This is an optimization exercise on Yosys and OpenROAD, whose aim is small area, a short achievable clock period and few clock cycles per item, not a production implementation.
Only simulation tests tie the RTL to the original design; equivalence was not proved.

## zinc
// mac_acc_unit
module mac_acc_unit (
  input               io_ina_valid,
  output              io_ina_ready,
  input      [31:0]   io_ina_payload,
  input               io_inb_valid,
  output              io_inb_ready,
  input      [31:0]   io_inb_payload,
  output              io_out_valid,
  input               io_out_ready,
  output     [31:0]   io_out_payload,
  input               io_acc_enable,
  input      [15:0]   io_par_acc_cnt,
  input               clk,
  input               reset
);
Settings: LEC_CHECK=0, CAP_MARGIN=20, CORE_MARGIN=2, CORE_UTILIZATION=55, PLACE_DENSITY=0.7, SETUP_SLACK_MARGIN=5, SLEW_MARGIN=20, TNS_END_PERCENT=0; clock period 15.0 ns.
standard.sh (not shown) runs the stock make flow with config.mk's settings and CLKGATE_MAP_FILE= SYNTH_SCRIPT=/design/flow/synth_recipe.tcl, a recipe that flattens the netlist after the stock synthesis.
==> flow/flow/run.sh <==
#!/bin/bash
set -euo pipefail
bash standard.sh synth > synth.log 2>&1
bash standard.sh SETUP_SLACK_MARGIN=9 finish > layout.log 2>&1
Testbench counts of zinc, summed over its fixed seeds: cycles 20,541, items 20,434.
> inputs changed (zinc -> harbor)
diff --git a/flow/design.v b/flow/design.v
--- a/flow/design.v
+++ b/flow/design.v
@@ -1040,27 +1040,25 @@
   input               zb,
   input               ib,
   input               nb,
   input      [9:0]    d,        
   input               a_ge,     
   input               b_gt,     
-  input               d0,       
-  input               d1,       
   input      [7:0]    en,       
   input      [9:0]    dz,       
   input               dz_ge,    
   output reg [31:0]   res,
   output reg          rz,
   output reg          ri,
   output reg          rn,
   output     [9:0]    dn,       
-  output              dn_ge,    
-  output              dn0,      
-  output              dn1       
+  output              dn_ge     
 );
   wire        sub  = sa ^ sb;
+  wire        d0   = ~|d;
+  wire        d1   = (d == 10'd1);
   wire        near = sub & (d0 | d1);
   wire [7:0]  emax = b_gt ? eb : ea;
   wire        fsx = b_gt ? sb : sa;
   wire [23:0] fmx = a_ge ? ma : mb;
   wire [23:0] fmy = b_gt ? ma : mb;
   wire [26:0] yf  = {fmy, 3'b000};
@@ -1183,15 +1181,12 @@
   wire       s_p1 = s_f & ~zb & fd1;
   wire       s_p2 = s_f & ~zb & fd2;
   assign dn = ({10{s_z}} & dz) | ({10{s_n}} & an) | ({10{s_m1}} & am1) | ({10{s_0}} & a0) |
               ({10{s_p1}} & ap1) | ({10{s_p2}} & ap2);
   assign dn_ge = (s_z & dz_ge) | (s_n & ~tn[9]) | (s_m1 & ~tm1[9]) | (s_0 & ~t[9]) |
                  (s_p1 & ~tp1[9]) | (s_p2 & ~tp2[9]);
-  assign dn0 = (s_z & ~|dz) | (s_n & ~|tn) | (s_m1 & ~|tm1) | (s_0 & ~|t) | (s_p1 & ~|tp1) | (s_p2 & ~|tp2);
-  assign dn1 = (s_z & (dz == 10'd1)) | (s_n & (an == 10'd1)) | (s_m1 & (am1 == 10'd1)) | (s_0 & (a0 == 10'd1)) |
-               (s_p1 & (ap1 == 10'd1)) | (s_p2 & (ap2 == 10'd1));
 endmodule
 module mac_acc_unit (
   input               io_ina_valid,
   output              io_ina_ready,
   input      [31:0]   io_ina_payload,
   input               io_inb_valid,
@@ -1212,29 +1207,28 @@
   reg  [9:0]  m_e;
   reg  [25:0] m_ph;
   reg         m_pl, m_cn, m_ci, m_cz;
   reg         q_v;
   reg  [9:0]  q_d;         
   reg         q_ge, q_lt;  
-  reg         q_d0, q_d1;  
   reg  [31:0] q_r;
   reg         q_z, q_i, q_n;
   reg         s_s;
   reg  [30:0] s_r;
   reg         s_z, s_i, s_n;
   reg         emp;         
   reg         js;          
   reg         acc_rdy;     
   reg         lastf;       
   reg         donef;       
   reg  [15:0] cnt;         
+  reg         o_v;
   reg         overf;       
   reg         sv;          
   reg  [31:0] st_r;
   reg         st_z, st_i, st_n;
-  reg         o_v;
   reg  [31:0] o_r;
   wire consume  = q_v & acc_rdy;
   wire restore  = js & overf;
   wire q_free   = ~q_v | acc_rdy;
   wire q_adv_s  = sv & ~q_v & ~restore;               
   wire q_adv    = m_v & ~sv & q_free & ~restore;      
@@ -1268,23 +1262,23 @@
   fp_mul_round u_round (
     .s(m_s), .esum(m_e), .ph(m_ph), .pl(m_pl), .cn(m_cn), .ci(m_ci), .cz(m_cz),
     .res(r_w), .rz(r_z_w), .ri(r_i_w), .rn(r_n_w), .en(r_en));
   wire [31:0] add_w;
   wire        add_z, add_i, add_n;
   wire [9:0]  add_dn;
-  wire        add_dn_ge, add_dn0, add_dn1;
+  wire        add_dn_ge;
   wire [7:0]  q_en  = sv ? st_r[30:23] : r_en;        
   wire [9:0]  rs_d  = {2'b00, q_en} - {2'b00, s_r[30:23]};
   wire [9:0]  rs_nd = {2'b00, s_r[30:23]} - {2'b00, q_en};
   wire [9:0]  rs_abs = rs_d[9] ? rs_nd : rs_d;
   fp_add_core u_add (
     .sa(q_r[31]), .ea(q_r[30:23]), .ma({~q_z, q_r[22:0]}), .za(q_z), .ia(q_i), .na(q_n),
     .sb(s_s), .eb(s_r[30:23]), .mb({~s_z, s_r[22:0]}), .zb(s_z), .ib(s_i), .nb(s_n),
-    .d(q_d), .a_ge(q_ge), .b_gt(q_lt), .d0(q_d0), .d1(q_d1), .en(r_en),
+    .d(q_d), .a_ge(q_ge), .b_gt(q_lt), .en(r_en),
     .dz(rs_abs), .dz_ge(~rs_d[9]),
-    .res(add_w), .rz(add_z), .ri(add_i), .rn(add_n), .dn(add_dn), .dn_ge(add_dn_ge), .dn0(add_dn0), .dn1(add_dn1));
+    .res(add_w), .rz(add_z), .ri(add_i), .rn(add_n), .dn(add_dn), .dn_ge(add_dn_ge));
   always @(posedge clk or posedge reset) begin
     if (reset) begin
       a_v <= 1'b0;
       b_v <= 1'b0;
       m_v <= 1'b0;
       q_v <= 1'b0;
@@ -1336,16 +1330,14 @@
     end
     if (restore | spec2) begin
       st_r <= q_r; st_z <= q_z; st_i <= q_i; st_n <= q_n;
     end
     if (consume) begin
       q_d <= add_dn; q_ge <= add_dn_ge; q_lt <= ~add_dn_ge;
-      q_d0 <= add_dn0; q_d1 <= add_dn1;
     end else if (q_adv | q_adv_s) begin
       q_d <= rs_abs; q_ge <= ~rs_d[9]; q_lt <= rs_d[9];
-      q_d0 <= ~|rs_abs; q_d1 <= (rs_abs == 10'd1);
     end
     if (consume) begin
       s_r <= add_w[30:0];
     end
     if (done_j | spec2) o_r <= (done_j & consume) ? add_w : {s_s, s_r};
   end
==> run notes <==
Worst setup path endpoint = o_r[3]$_DFFE_PP_: zinc; worst setup path endpoint = o_r[8]$_DFFE_PP_: harbor
harbor vs. zinc: synthesized cell count went up by 73, wire length went down by 2.7%.
Looking at zinc and harbor, the total core area is a wash.
zinc → harbor: design area lost 4.5%; maximum number of pins on one net before global-route repair dropped about 1.8%; number of nets produced by synthesis shows an increase of 68.
Testbench counts of harbor, summed over its fixed seeds: cycles 20,541, items 20,434.

## re-timing with driven ports
The results above use ideal ports. As a check the final layouts listed here were re-extracted and re-timed, cells and wires unchanged.
Step 1 sets driving cells, clkbuf_16 on the clock port and buf_2 on the other inputs (assumed; they add their load-dependent delay and slew).
Step 2 moves the port delays by t, midway between the first and last clock arrival at a register: inputs arrive t later, outputs are due t later. That takes back most of the time a late clock gives input paths.
Three values: ideal ports, drivers, drivers and shift; two values: the first two.
run	t, ns	slack for setup (ns)	pins driven straight from the clock port
zinc	0.653	7.415 / 7.415 / 7.415	1
harbor	0.670	7.286 / 7.286 / 7.286	1
After both steps every run listed still meets setup and hold.
